Background: an optimization exercise with open tools, aiming at small area. Do not read the settings as production practice.
In this exercise RTL edits were held to simulation tests only and were not proved equivalent to the original.
Power and IR drop assume default switching activity.

==> inputs of v5 <==
## processor
module processor(clk, rst_n, load, dload, laddr, insload, loadreg, reg_addr, reg_load,
                 pc_out, rf_we, rf_waddr, rf_wdata, dm_we, dm_addr, dm_wdata);
==> flow/config.mk <==
export PLATFORM = sky130hd
export DESIGN_NAME = processor
export DESIGN_NICKNAME = processor
export VERILOG_FILES = /design/flow/design.v
export SDC_FILE = /design/flow/constraint.sdc
export NUM_CORES = 4
export LEC_CHECK = 0
export CAP_MARGIN = 20
export CORE_MARGIN = 2
export CORE_UTILIZATION = 45
export CTS_BUF_LIST = sky130_fd_sc_hd__clkbuf_16
export CTS_CLUSTER_DIAMETER = 80
export CTS_CLUSTER_SIZE = 30
export GPL_TIMING_DRIVEN = 0
export SLEW_MARGIN = 20
export SYNTH_HIERARCHICAL = 1
export SYNTH_MINIMUM_KEEP_SIZE = 0
==> flow/constraint.sdc <==
create_clock -name core_clock -period 10.0 [get_ports {clk}]
set_input_delay 2.0000 -clock core_clock [delete_from_list [all_inputs] [get_ports {clk}]]
set_output_delay 2.0000 -clock core_clock [all_outputs]
set_load 0.01 [all_outputs]
standard.sh (not shown) runs the stock make flow with config.mk's settings and CLKGATE_MAP_FILE= SYNTH_SCRIPT=/design/flow/synth_recipe.tcl, a recipe that flattens the netlist after the stock synthesis.
==> flow/flow/run.sh <==
#!/bin/bash
# Layout flow: the standard synthesis and ORFS steps (standard.sh), with
# a few settings changed for area:
#  - ports are buffered with buf_1 instead of the default port buffer,
#  - buffers that ABC inserted are removed before placement (the resizer
#    re-buffers where slew or capacitance needs it),
#  - the clock tree is built without dummy balancing loads.
# Each step's full log is in orfs/logs/; make's own output is in flow_*.log.
set -euo pipefail
bash standard.sh synth > flow_synth.log 2>&1
bash standard.sh \
  REMOVE_ABC_BUFFERS=1 \
  "BUFFER_PORTS_ARGS=-buffer_cell sky130_fd_sc_hd__buf_1" \
  "CTS_ARGS=-sink_clustering_enable -repair_clock_nets -buf_list sky130_fd_sc_hd__clkbuf_16 -sink_clustering_size 30 -sink_clustering_max_diameter 80 -dont_use_dummy_load" \
  finish > flow_layout.log 2>&1
==> v8: changes against v5 <==
--- a/flow/design.v
+++ b/flow/design.v
@@ -105,20 +105,12 @@
 	input a, b;
 	output y;
 	wire t;
 	xnor2 x(.a(a), .b(b), .y(t));
 	inv i(.a(t), .y(y));
 endmodule
-module cddrv2(a, b, y0, y1);
-	input a, b;
-	output y0, y1;
-	wire t;
-	xnor2 x(.a(a), .b(b), .y(t));
-	inv i0(.a(t), .y(y0));
-	inv i1(.a(t), .y(y1));
-endmodule
 module srow #(parameter W = 16) (clk, w, wn, cd, s);
 	input clk, w, wn;
 	input [W-1:0] cd;
 	output [W-1:0] s;
 	genvar b;
 	generate
@@ -302,19 +294,14 @@
 	output [15:0]rf_wdata;
 	output dm_we;
 	output [15:0]dm_addr;
 	output [15:0]dm_wdata;
 	reg ph;
 	always @(posedge clk) ph <= ~ph;
-	wire phrE, phrO, phrA, phrD;
-	and2 gphE(.a(ph), .b(rst_n), .y(phrE));
-	and2 gphO(.a(ph), .b(rst_n), .y(phrO));
-	and2 gphA(.a(ph), .b(rst_n), .y(phrA));
-	and2 gphD(.a(ph), .b(rst_n), .y(phrD));
-	wire phr = phrA;
-	reg [15:0] pc, ins, A, Bx, mrd;
+	wire phr = ph & rst_n;
+	reg [15:0] pc, ins, A, B, mrd;
 	reg regload, memread, memwrite, inputofand;
 	reg [2:0] aluop;
 	reg c_m0, c_m1, c_m2;
 	genvar i, b;
 	wire [4:0] lE = laddr[5:1] + {4'd0, laddr[0]};
 	wire [4:0] lO = laddr[5:1];
@@ -347,24 +334,25 @@
 		for (b = 0; b < 8; b = b + 1) begin : imr
 			wire [31:0] cE, cO;
 			for (i = 0; i < 32; i = i + 1) begin : c
 				assign cE[i] = qE[i][b];
 				assign cO[i] = qO[i][b];
 			end
-			rd32 re(.sel(rselE), .d(cE), .ph(phrE), .y(bE[b]));
-			rd32 ro(.sel(rselO), .d(cO), .ph(phrO), .y(bO[b]));
+			rd32 re(.sel(rselE), .d(cE), .ph(phr), .y(bE[b]));
+			rd32 ro(.sel(rselO), .d(cO), .ph(phr), .y(bO[b]));
 		end
 	endgenerate
 	wire [15:0] fetch = pc[0] ? {bO, bE} : {bE, bO};
 	wire [15:0] wext = {11'd0, ins[3], ins[3:0]};
+	wire [15:0] y = c_m0 ? wext : B;
 	wire sub = aluop[0] & aluop[1];
 	wire klog = ~aluop[1];
 	wire kor = aluop[0];
 	wire kar = aluop[1] & ~aluop[2];
 	wire kslt = aluop[2];
-	wire [15:0] yb = c_m0 ? wext : Bx;
+	wire [15:0] yb = y ^ {16{sub}};
 	wire [15:0] p, g, s;
 	wire [16:0] c;
 	wire [15:0] alu;
 	assign c[0] = sub;
 	generate
 		for (i = 0; i < 16; i = i + 1) begin : al
@@ -418,93 +406,82 @@
 	generate
 		for (b = 0; b < 16; b = b + 1) begin : rfr
 			wire [15:0] cc;
 			for (i = 0; i < 16; i = i + 1) begin : c_
 				assign cc[i] = qR[i][b];
 			end
-			rd16 ra(.sel(rselA), .d(cc), .ph(phrA), .y(nA[b]));
-			rd16 rb(.sel(rselB), .d(cc), .ph(phrs), .y(nB[b]));
+			rd16 ra(.sel(rselA), .d(cc), .ph(phr), .y(nA[b]));
+			rd16 rb(.sel(rselB), .d(cc), .ph(phr), .y(nB[b]));
 		end
 	endgenerate
 	wire dmwe = dload | (memwrite & rst_n);
 	wire [4:0] dmwa = dload ? laddr[4:0] : alu[4:0];
-	wire [15:0] dmwd = dload ? insload : Bx;
-	wire [15:0] cdD, cdD1;
+	wire [15:0] dmwd = dload ? insload : B;
+	wire [15:0] cdD;
 	generate for (i = 0; i < 16; i = i + 1) begin : cdm
-		cddrv2 d(.a(dmwd[i]), .b(ph), .y0(cdD[i]), .y1(cdD1[i]));
+		cddrv d(.a(dmwd[i]), .b(ph), .y(cdD[i]));
 	end endgenerate
 	wire [31:0] wD, wDn, rselD;
 	dec5ws dwD(.a(dmwa), .en(dmwe), .y(wD), .yn(wDn));
 	dec5rs drD(.a(alu[4:0]), .en(rst_n), .y(rselD));
 	wire [15:0] qD [0:31];
 	generate
 		for (i = 0; i < 32; i = i + 1) begin : dm
-			srow #(16) r(.clk(clk), .w(wD[i]), .wn(wDn[i]), .cd(i < 16 ? cdD : cdD1), .s(qD[i]));
+			srow #(16) r(.clk(clk), .w(wD[i]), .wn(wDn[i]), .cd(cdD), .s(qD[i]));
 		end
 	endgenerate
 	wire [15:0] nD;
 	generate
 		for (b = 0; b < 16; b = b + 1) begin : dmr
 			wire [31:0] cc;
 			for (i = 0; i < 32; i = i + 1) begin : c_
 				assign cc[i] = qD[i][b];
 			end
-			rd32 rd(.sel(rselD), .d(cc), .ph(phrD), .y(nD[b]));
+			rd32 rd(.sel(rselD), .d(cc), .ph(phr), .y(nD[b]));
 		end
 	endgenerate
 	always @(posedge clk) begin
 		pc  <= rst_n ? pcn : 16'd0;
 		ins <= fetch;
 		A   <= nA;
-		Bx  <= nB;
+		B   <= nB;
 		if (!rst_n || memread)
 			mrd <= nD;
 	end
-	reg regload_n, memread_n, memwrite_n, inputofand_n, c_m0_n, c_m1_n, c_m2_n;
-	reg [2:0] aluop_n;
-	always @(*) begin
-		regload_n = regload; memread_n = memread; memwrite_n = memwrite;
-		inputofand_n = inputofand; aluop_n = aluop;
-		c_m0_n = c_m0; c_m1_n = c_m1; c_m2_n = c_m2;
+	always @(posedge clk) begin
 		if (!rst_n) begin
-			regload_n = 0; memread_n = 0; memwrite_n = 0; inputofand_n = 0;
-			aluop_n = 3'd0; c_m0_n = 0; c_m1_n = 0; c_m2_n = 0;
+			regload <= 0; memread <= 0; memwrite <= 0; inputofand <= 0;
+			aluop <= 3'd0; c_m0 <= 0; c_m1 <= 0; c_m2 <= 0;
 		end else begin
 			case (ins[15:12])
 				4'd0, 4'd1, 4'd2, 4'd6, 4'd7: begin
-					regload_n = 1; memread_n = 0; memwrite_n = 0; inputofand_n = 0;
-					aluop_n = (ins[15:12] == 4'd6) ? 3'd3 : ins[14:12];
-					c_m0_n = 0; c_m1_n = 1; c_m2_n = 0;
+					regload <= 1; memread <= 0; memwrite <= 0; inputofand <= 0;
+					aluop <= (ins[15:12] == 4'd6) ? 3'd3 : ins[14:12];
+					c_m0 <= 0; c_m1 <= 1; c_m2 <= 0;
 				end
 				4'd8: begin
-					regload_n = 1; memread_n = 1; memwrite_n = 0; inputofand_n = 0;
-					aluop_n = 3'd2; c_m0_n = 1; c_m1_n = 0; c_m2_n = 0;
+					regload <= 1; memread <= 1; memwrite <= 0; inputofand <= 0;
+					aluop <= 3'd2; c_m0 <= 1; c_m1 <= 0; c_m2 <= 0;
 				end
 				4'd10: begin
-					regload_n = 0; memread_n = 0; memwrite_n = 1; inputofand_n = 0;
-					aluop_n = 3'd2; c_m0_n = 1; c_m2_n = 0;
+					regload <= 0; memread <= 0; memwrite <= 1; inputofand <= 0;
+					aluop <= 3'd2; c_m0 <= 1; c_m2 <= 0;
 				end
 				4'd14: begin
-					regload_n = 0; memread_n = 0; memwrite_n = 0; inputofand_n = 1;
-					aluop_n = 3'd7; c_m0_n = 0; c_m2_n = 0;
+					regload <= 0; memread <= 0; memwrite <= 0; inputofand <= 1;
+					aluop <= 3'd7; c_m0 <= 0; c_m2 <= 0;
 				end
 				4'd15: begin
-					regload_n = 0; memread_n = 0; memwrite_n = 0; c_m2_n = 1;
+					regload <= 0; memread <= 0; memwrite <= 0; c_m2 <= 1;
 				end
 				default: ;
 			endcase
 		end
 	end
-	wire phrs = phr ^ (aluop_n[0] & aluop_n[1]);
-	always @(posedge clk) begin
-		regload <= regload_n; memread <= memread_n; memwrite <= memwrite_n;
-		inputofand <= inputofand_n; aluop <= aluop_n;
-		c_m0 <= c_m0_n; c_m1 <= c_m1_n; c_m2 <= c_m2_n;
-	end
 	assign pc_out = pc;
 	assign rf_we = rfwe;
 	assign rf_waddr = rfwa;
 	assign rf_wdata = rfwd;
 	assign dm_we = memwrite & rst_n;
 	assign dm_addr = alu;
-	assign dm_wdata = Bx;
+	assign dm_wdata = B;
 endmodule
==> v10: changes against v5 <==
--- a/flow/design.v
+++ b/flow/design.v
@@ -105,20 +105,12 @@
 	input a, b;
 	output y;
 	wire t;
 	xnor2 x(.a(a), .b(b), .y(t));
 	inv i(.a(t), .y(y));
 endmodule
-module cddrv2(a, b, y0, y1);
-	input a, b;
-	output y0, y1;
-	wire t;
-	xnor2 x(.a(a), .b(b), .y(t));
-	inv i0(.a(t), .y(y0));
-	inv i1(.a(t), .y(y1));
-endmodule
 module srow #(parameter W = 16) (clk, w, wn, cd, s);
 	input clk, w, wn;
 	input [W-1:0] cd;
 	output [W-1:0] s;
 	genvar b;
 	generate
@@ -302,18 +294,13 @@
 	output [15:0]rf_wdata;
 	output dm_we;
 	output [15:0]dm_addr;
 	output [15:0]dm_wdata;
 	reg ph;
 	always @(posedge clk) ph <= ~ph;
-	wire phrE, phrO, phrA, phrD;
-	and2 gphE(.a(ph), .b(rst_n), .y(phrE));
-	and2 gphO(.a(ph), .b(rst_n), .y(phrO));
-	and2 gphA(.a(ph), .b(rst_n), .y(phrA));
-	and2 gphD(.a(ph), .b(rst_n), .y(phrD));
-	wire phr = phrA;
+	wire phr = ph & rst_n;
 	reg [15:0] pc, ins, A, Bx, mrd;
 	reg regload, memread, memwrite, inputofand;
 	reg [2:0] aluop;
 	reg c_m0, c_m1, c_m2;
 	genvar i, b;
 	wire [4:0] lE = laddr[5:1] + {4'd0, laddr[0]};
@@ -347,14 +334,14 @@
 		for (b = 0; b < 8; b = b + 1) begin : imr
 			wire [31:0] cE, cO;
 			for (i = 0; i < 32; i = i + 1) begin : c
 				assign cE[i] = qE[i][b];
 				assign cO[i] = qO[i][b];
 			end
-			rd32 re(.sel(rselE), .d(cE), .ph(phrE), .y(bE[b]));
-			rd32 ro(.sel(rselO), .d(cO), .ph(phrO), .y(bO[b]));
+			rd32 re(.sel(rselE), .d(cE), .ph(phr), .y(bE[b]));
+			rd32 ro(.sel(rselO), .d(cO), .ph(phr), .y(bO[b]));
 		end
 	endgenerate
 	wire [15:0] fetch = pc[0] ? {bO, bE} : {bE, bO};
 	wire [15:0] wext = {11'd0, ins[3], ins[3:0]};
 	wire sub = aluop[0] & aluop[1];
 	wire klog = ~aluop[1];
@@ -418,40 +405,40 @@
 	generate
 		for (b = 0; b < 16; b = b + 1) begin : rfr
 			wire [15:0] cc;
 			for (i = 0; i < 16; i = i + 1) begin : c_
 				assign cc[i] = qR[i][b];
 			end
-			rd16 ra(.sel(rselA), .d(cc), .ph(phrA), .y(nA[b]));
+			rd16 ra(.sel(rselA), .d(cc), .ph(phr), .y(nA[b]));
 			rd16 rb(.sel(rselB), .d(cc), .ph(phrs), .y(nB[b]));
 		end
 	endgenerate
 	wire dmwe = dload | (memwrite & rst_n);
 	wire [4:0] dmwa = dload ? laddr[4:0] : alu[4:0];
 	wire [15:0] dmwd = dload ? insload : Bx;
-	wire [15:0] cdD, cdD1;
+	wire [15:0] cdD;
 	generate for (i = 0; i < 16; i = i + 1) begin : cdm
-		cddrv2 d(.a(dmwd[i]), .b(ph), .y0(cdD[i]), .y1(cdD1[i]));
+		cddrv d(.a(dmwd[i]), .b(ph), .y(cdD[i]));
 	end endgenerate
 	wire [31:0] wD, wDn, rselD;
 	dec5ws dwD(.a(dmwa), .en(dmwe), .y(wD), .yn(wDn));
 	dec5rs drD(.a(alu[4:0]), .en(rst_n), .y(rselD));
 	wire [15:0] qD [0:31];
 	generate
 		for (i = 0; i < 32; i = i + 1) begin : dm
-			srow #(16) r(.clk(clk), .w(wD[i]), .wn(wDn[i]), .cd(i < 16 ? cdD : cdD1), .s(qD[i]));
+			srow #(16) r(.clk(clk), .w(wD[i]), .wn(wDn[i]), .cd(cdD), .s(qD[i]));
 		end
 	endgenerate
 	wire [15:0] nD;
 	generate
 		for (b = 0; b < 16; b = b + 1) begin : dmr
 			wire [31:0] cc;
 			for (i = 0; i < 32; i = i + 1) begin : c_
 				assign cc[i] = qD[i][b];
 			end
-			rd32 rd(.sel(rselD), .d(cc), .ph(phrD), .y(nD[b]));
+			rd32 rd(.sel(rselD), .d(cc), .ph(phr), .y(nD[b]));
 		end
 	endgenerate
 	always @(posedge clk) begin
 		pc  <= rst_n ? pcn : 16'd0;
 		ins <= fetch;
 		A   <= nA;
--- a/flow/flow/run.sh
+++ b/flow/flow/run.sh
@@ -8,8 +8,8 @@
 # Each step's full log is in orfs/logs/; make's own output is in flow_*.log.
 set -euo pipefail
 bash standard.sh synth > flow_synth.log 2>&1
 bash standard.sh \
   REMOVE_ABC_BUFFERS=1 \
   "BUFFER_PORTS_ARGS=-buffer_cell sky130_fd_sc_hd__buf_1" \
-  "CTS_ARGS=-sink_clustering_enable -repair_clock_nets -buf_list sky130_fd_sc_hd__clkbuf_16 -sink_clustering_size 30 -sink_clustering_max_diameter 80 -dont_use_dummy_load" \
+  "CTS_ARGS=-sink_clustering_enable -repair_clock_nets -buf_list sky130_fd_sc_hd__clkbuf_16 -sink_clustering_size 25 -sink_clustering_max_diameter 100 -dont_use_dummy_load" \
   finish > flow_layout.log 2>&1
Settings changed: CTS_CLUSTER_DIAMETER 80 to 100, CTS_CLUSTER_SIZE 30 to 25.
==> v18: changes against v5 <==
--- a/flow/design.v
+++ b/flow/design.v
@@ -105,20 +105,12 @@
 	input a, b;
 	output y;
 	wire t;
 	xnor2 x(.a(a), .b(b), .y(t));
 	inv i(.a(t), .y(y));
 endmodule
-module cddrv2(a, b, y0, y1);
-	input a, b;
-	output y0, y1;
-	wire t;
-	xnor2 x(.a(a), .b(b), .y(t));
-	inv i0(.a(t), .y(y0));
-	inv i1(.a(t), .y(y1));
-endmodule
 module srow #(parameter W = 16) (clk, w, wn, cd, s);
 	input clk, w, wn;
 	input [W-1:0] cd;
 	output [W-1:0] s;
 	genvar b;
 	generate
@@ -302,19 +294,14 @@
 	output [15:0]rf_wdata;
 	output dm_we;
 	output [15:0]dm_addr;
 	output [15:0]dm_wdata;
 	reg ph;
 	always @(posedge clk) ph <= ~ph;
-	wire phrE, phrO, phrA, phrD;
-	and2 gphE(.a(ph), .b(rst_n), .y(phrE));
-	and2 gphO(.a(ph), .b(rst_n), .y(phrO));
-	and2 gphA(.a(ph), .b(rst_n), .y(phrA));
-	and2 gphD(.a(ph), .b(rst_n), .y(phrD));
-	wire phr = phrA;
-	reg [15:0] pc, ins, A, Bx, mrd;
+	wire phr = ph & rst_n;
+	reg [15:0] pc, ins, A, B, mrd;
 	reg regload, memread, memwrite, inputofand;
 	reg [2:0] aluop;
 	reg c_m0, c_m1, c_m2;
 	genvar i, b;
 	wire [4:0] lE = laddr[5:1] + {4'd0, laddr[0]};
 	wire [4:0] lO = laddr[5:1];
@@ -347,24 +334,25 @@
 		for (b = 0; b < 8; b = b + 1) begin : imr
 			wire [31:0] cE, cO;
 			for (i = 0; i < 32; i = i + 1) begin : c
 				assign cE[i] = qE[i][b];
 				assign cO[i] = qO[i][b];
 			end
-			rd32 re(.sel(rselE), .d(cE), .ph(phrE), .y(bE[b]));
-			rd32 ro(.sel(rselO), .d(cO), .ph(phrO), .y(bO[b]));
+			rd32 re(.sel(rselE), .d(cE), .ph(phr), .y(bE[b]));
+			rd32 ro(.sel(rselO), .d(cO), .ph(phr), .y(bO[b]));
 		end
 	endgenerate
 	wire [15:0] fetch = pc[0] ? {bO, bE} : {bE, bO};
 	wire [15:0] wext = {11'd0, ins[3], ins[3:0]};
+	wire [15:0] y = c_m0 ? wext : B;
 	wire sub = aluop[0] & aluop[1];
 	wire klog = ~aluop[1];
 	wire kor = aluop[0];
 	wire kar = aluop[1] & ~aluop[2];
 	wire kslt = aluop[2];
-	wire [15:0] yb = c_m0 ? wext : Bx;
+	wire [15:0] yb = y ^ {16{sub}};
 	wire [15:0] p, g, s;
 	wire [16:0] c;
 	wire [15:0] alu;
 	assign c[0] = sub;
 	generate
 		for (i = 0; i < 16; i = i + 1) begin : al
@@ -418,93 +406,82 @@
 	generate
 		for (b = 0; b < 16; b = b + 1) begin : rfr
 			wire [15:0] cc;
 			for (i = 0; i < 16; i = i + 1) begin : c_
 				assign cc[i] = qR[i][b];
 			end
-			rd16 ra(.sel(rselA), .d(cc), .ph(phrA), .y(nA[b]));
-			rd16 rb(.sel(rselB), .d(cc), .ph(phrs), .y(nB[b]));
+			rd16 ra(.sel(rselA), .d(cc), .ph(phr), .y(nA[b]));
+			rd16 rb(.sel(rselB), .d(cc), .ph(phr), .y(nB[b]));
 		end
 	endgenerate
 	wire dmwe = dload | (memwrite & rst_n);
 	wire [4:0] dmwa = dload ? laddr[4:0] : alu[4:0];
-	wire [15:0] dmwd = dload ? insload : Bx;
-	wire [15:0] cdD, cdD1;
+	wire [15:0] dmwd = dload ? insload : B;
+	wire [15:0] cdD;
 	generate for (i = 0; i < 16; i = i + 1) begin : cdm
-		cddrv2 d(.a(dmwd[i]), .b(ph), .y0(cdD[i]), .y1(cdD1[i]));
+		cddrv d(.a(dmwd[i]), .b(ph), .y(cdD[i]));
 	end endgenerate
 	wire [31:0] wD, wDn, rselD;
 	dec5ws dwD(.a(dmwa), .en(dmwe), .y(wD), .yn(wDn));
 	dec5rs drD(.a(alu[4:0]), .en(rst_n), .y(rselD));
 	wire [15:0] qD [0:31];
 	generate
 		for (i = 0; i < 32; i = i + 1) begin : dm
-			srow #(16) r(.clk(clk), .w(wD[i]), .wn(wDn[i]), .cd(i < 16 ? cdD : cdD1), .s(qD[i]));
+			srow #(16) r(.clk(clk), .w(wD[i]), .wn(wDn[i]), .cd(cdD), .s(qD[i]));
 		end
 	endgenerate
 	wire [15:0] nD;
 	generate
 		for (b = 0; b < 16; b = b + 1) begin : dmr
 			wire [31:0] cc;
 			for (i = 0; i < 32; i = i + 1) begin : c_
 				assign cc[i] = qD[i][b];
 			end
-			rd32 rd(.sel(rselD), .d(cc), .ph(phrD), .y(nD[b]));
+			rd32 rd(.sel(rselD), .d(cc), .ph(phr), .y(nD[b]));
 		end
 	endgenerate
 	always @(posedge clk) begin
 		pc  <= rst_n ? pcn : 16'd0;
 		ins <= fetch;
 		A   <= nA;
-		Bx  <= nB;
+		B   <= nB;
 		if (!rst_n || memread)
 			mrd <= nD;
 	end
-	reg regload_n, memread_n, memwrite_n, inputofand_n, c_m0_n, c_m1_n, c_m2_n;
-	reg [2:0] aluop_n;
-	always @(*) begin
-		regload_n = regload; memread_n = memread; memwrite_n = memwrite;
-		inputofand_n = inputofand; aluop_n = aluop;
-		c_m0_n = c_m0; c_m1_n = c_m1; c_m2_n = c_m2;
+	always @(posedge clk) begin
 		if (!rst_n) begin
-			regload_n = 0; memread_n = 0; memwrite_n = 0; inputofand_n = 0;
-			aluop_n = 3'd0; c_m0_n = 0; c_m1_n = 0; c_m2_n = 0;
+			regload <= 0; memread <= 0; memwrite <= 0; inputofand <= 0;
+			aluop <= 3'd0; c_m0 <= 0; c_m1 <= 0; c_m2 <= 0;
 		end else begin
 			case (ins[15:12])
 				4'd0, 4'd1, 4'd2, 4'd6, 4'd7: begin
-					regload_n = 1; memread_n = 0; memwrite_n = 0; inputofand_n = 0;
-					aluop_n = (ins[15:12] == 4'd6) ? 3'd3 : ins[14:12];
-					c_m0_n = 0; c_m1_n = 1; c_m2_n = 0;
+					regload <= 1; memread <= 0; memwrite <= 0; inputofand <= 0;
+					aluop <= (ins[15:12] == 4'd6) ? 3'd3 : ins[14:12];
+					c_m0 <= 0; c_m1 <= 1; c_m2 <= 0;
 				end
 				4'd8: begin
-					regload_n = 1; memread_n = 1; memwrite_n = 0; inputofand_n = 0;
-					aluop_n = 3'd2; c_m0_n = 1; c_m1_n = 0; c_m2_n = 0;
+					regload <= 1; memread <= 1; memwrite <= 0; inputofand <= 0;
+					aluop <= 3'd2; c_m0 <= 1; c_m1 <= 0; c_m2 <= 0;
 				end
 				4'd10: begin
-					regload_n = 0; memread_n = 0; memwrite_n = 1; inputofand_n = 0;
-					aluop_n = 3'd2; c_m0_n = 1; c_m2_n = 0;
+					regload <= 0; memread <= 0; memwrite <= 1; inputofand <= 0;
+					aluop <= 3'd2; c_m0 <= 1; c_m2 <= 0;
 				end
 				4'd14: begin
-					regload_n = 0; memread_n = 0; memwrite_n = 0; inputofand_n = 1;
-					aluop_n = 3'd7; c_m0_n = 0; c_m2_n = 0;
+					regload <= 0; memread <= 0; memwrite <= 0; inputofand <= 1;
+					aluop <= 3'd7; c_m0 <= 0; c_m2 <= 0;
 				end
 				4'd15: begin
-					regload_n = 0; memread_n = 0; memwrite_n = 0; c_m2_n = 1;
+					regload <= 0; memread <= 0; memwrite <= 0; c_m2 <= 1;
 				end
 				default: ;
 			endcase
 		end
 	end
-	wire phrs = phr ^ (aluop_n[0] & aluop_n[1]);
-	always @(posedge clk) begin
-		regload <= regload_n; memread <= memread_n; memwrite <= memwrite_n;
-		inputofand <= inputofand_n; aluop <= aluop_n;
-		c_m0 <= c_m0_n; c_m1 <= c_m1_n; c_m2 <= c_m2_n;
-	end
 	assign pc_out = pc;
 	assign rf_we = rfwe;
 	assign rf_waddr = rfwa;
 	assign rf_wdata = rfwd;
 	assign dm_we = memwrite & rst_n;
 	assign dm_addr = alu;
-	assign dm_wdata = Bx;
+	assign dm_wdata = B;
 endmodule
--- a/flow/flow/run.sh
+++ b/flow/flow/run.sh
@@ -8,8 +8,8 @@
 # Each step's full log is in orfs/logs/; make's own output is in flow_*.log.
 set -euo pipefail
 bash standard.sh synth > flow_synth.log 2>&1
 bash standard.sh \
   REMOVE_ABC_BUFFERS=1 \
   "BUFFER_PORTS_ARGS=-buffer_cell sky130_fd_sc_hd__buf_1" \
-  "CTS_ARGS=-sink_clustering_enable -repair_clock_nets -buf_list sky130_fd_sc_hd__clkbuf_16 -sink_clustering_size 30 -sink_clustering_max_diameter 80 -dont_use_dummy_load" \
+  "CTS_ARGS=-sink_clustering_enable -repair_clock_nets -buf_list sky130_fd_sc_hd__clkbuf_16 -sink_clustering_size 25 -sink_clustering_max_diameter 100 -dont_use_dummy_load" \
   finish > flow_layout.log 2>&1
Settings changed: CTS_CLUSTER_DIAMETER 80 to 100, CTS_CLUSTER_SIZE 30 to 25.
==> flow_metrics.py <==
metrics = {
    "run_status": {
        "outcome": "finished clean",
    },
    "cells_and_area": {
        "n_all_inverters": 209,
        "layout.nets": 4780,
        "fillers": 10050,
    },
    "critical_path": {
        "rr_endpoint": "mrd[14]$_DFFE_PP_",
        "cp_num_buf_inv": 1,
        "crit_chain": "mux2_2 > ha_1 > a21o_1 > a21o_1 > a21o_1 > a21o_1 > a21o_1 > a21o_1 > a21o_1 > a21o_1 > a21o_1 > a21o_1 > a21o_1 > a21o_1 > a21o_1 > a21o_1 > a21o_1 > xor2_1 > a22oi_1 > nand2_1 > mux2i_1 > o21ai_0 > buf_1",
    },
    "logic_synthesis": {
        "synth.top_cell.area_share_pct": 55.96,
    },
    "grt": {
        "grt_usage_pct": 29.88,
        "antenna_found_initial": 10,
        "grt_util_met3_pct": 5.354,
    },
    "timing": {
        "worst_slew_pin_slew_ns": 1.328,
    },
    "min_path": {
        "hold_path_end": "dm[30].r.g[14].c.s$_DFF_P_",
    },
    "route": {
        "firstDrtPassIters": 12,
    },
    "pwr": {
        "finalPower_mw": 16.00,
        "ir_drop_mv": 0.2021,
    },
    "placement": {
        "dpl.hpwl_um": 115900,
    },
}
# the run above: v5

==> flow_metrics.py <==
metrics = {
    "pwr": {
        "finalPower_mw": 19.34,
        "power_density_mw_per_mm2": 368.8,
        "ir_drop_mv": 0.2497,
    },
    "placement": {
        "dpl.hpwl_um": 114000,
        "post_dp_cell_area_mm2": 0.05091,
    },
    "grt": {
        "grt_usage_pct": 29.70,
        "grt_util_met3_pct": 5.632,
    },
    "timing": {
        "worst_slew_pin_slew_ns": 1.147,
    },
    "cells_and_area": {
        "seq_area_share_pct": 52.64,
        "layout.nets": 4773,
        "fillers": 9955,
    },
    "run_status": {
        "outcome": "finished clean",
    },
    "critical_path": {
        "cp_num_buf_inv": 2,
        "crit_chain": "nand2_2 > xor2_1 > ha_1 > a21o_1 > a21o_1 > a21o_1 > a21o_1 > a21o_1 > a21o_1 > a21o_1 > a21o_1 > a21o_1 > a21o_1 > a21o_1 > a21o_1 > a21o_1 > a21o_1 > a21o_1 > a21o_1 > inv_2 > a211oi_1 > o31ai_1 > buf_1",
    },
    "route": {
        "firstDrtPassIters": 10,
    },
    "min_path": {
        "hold_path_end": "dm[6].r.g[2].c.s$_DFF_P_",
    },
    "logic_synthesis": {
        "synth.top_cell.area_share_pct": 55.81,
    },
}
# the run above: v18

==> flow_metrics.py <==
metrics = {
    "run_status": {
        "outcome": "finished clean",
    },
    "pwr": {
        "ir_drop_mv": 0.2502,
        "finalPower_mw": 19.21,
    },
    "critical_path": {
        "crit_chain": "nand2_2 > xor2_1 > ha_1 > a21o_1 > a21o_1 > a21o_1 > a21o_1 > a21o_1 > a21o_1 > a21o_1 > a21o_1 > a21o_1 > a21o_1 > a21o_1 > a21o_1 > a21o_1 > a21o_1 > a21o_1 > a21o_1 > inv_2 > a211oi_1 > o31ai_1 > buf_1",
        "cp_num_buf_inv": 2,
    },
    "timing": {
        "worst_slew_pin_slew_ns": 1.178,
    },
    "logic_synthesis": {
        "synth.top_cell.area_share_pct": 55.81,
    },
    "grt": {
        "grt_util_met3_pct": 5.854,
    },
    "cells_and_area": {
        "fillers": 9969,
        "n_all_inverters": 187,
    },
    "min_path": {
        "hold_path_end": "dm[7].r.g[0].c.s$_DFF_P_",
    },
}
# the run above: v8

==> flow_metrics.py <==
metrics = {
    "run_status": {
        "outcome": "finished clean",
    },
    "cells_and_area": {
        "fillers": 10000,
        "layout.nets": 4766,
        "n_all_inverters": 193,
    },
    "pwr": {
        "finalPower_mw": 18.68,
        "ir_drop_mv": 0.1782,
    },
    "grt": {
        "grt_util_met3_pct": 5.494,
        "antenna_found_initial": 3,
    },
    "logic_synthesis": {
        "synth.top_cell.area_share_pct": 56.06,
    },
    "critical_path": {
        "cp_num_buf_inv": 1,
        "crit_chain": "mux2_2 > ha_1 > a21o_1 > a21o_1 > a21o_1 > a21o_1 > a21o_1 > a21o_1 > a21o_1 > a21o_1 > a21o_1 > a21o_1 > a21o_1 > a21o_1 > a21o_1 > a21o_1 > a21o_1 > xor2_1 > a22oi_1 > nand2_1 > mux2i_1 > o21ai_0 > buf_1",
        "rr_endpoint": "dm[9].r.g[10].c.s$_DFF_P_",
    },
    "min_path": {
        "hold_path_end": "dm[31].r.g[0].c.s$_DFF_P_",
    },
    "placement": {
        "dpl.hpwl_um": 113000,
    },
    "timing": {
        "worst_slew_pin_slew_ns": 1.263,
    },
}
# the run above: v10

[static timing again, ports no longer ideal]
Ports are ideal in the flow. The routed layouts listed here were re-timed in OpenROAD.
Step 1: set_driving_cell puts a clkbuf_16 on clk and a buf_2 on each other input, an assumption about the parent block.
Step 2 adds t to the input delays and takes it off the output delays; t is the mean of the earliest and latest rising clock arrival at the registers after step 1. Input paths then give back, and output paths get back, about the clock's delay inside the block.
a / b / c = ideal ports / drivers / drivers and shift; a / b = the first two.
run	t, ns	slack for setup (ns)	worst data-port slew with drivers (ns)
v5	0.773	0.924 / 0.849 / 1.622	0.10
v8	0.759	1.181 / 1.106 / 1.201	0.14
v10	0.768	1.015 / 0.946 / 1.714	0.12
v18	0.768	1.210 / 1.140 / 1.237	0.14
After both steps setup and hold are still met in every run listed.
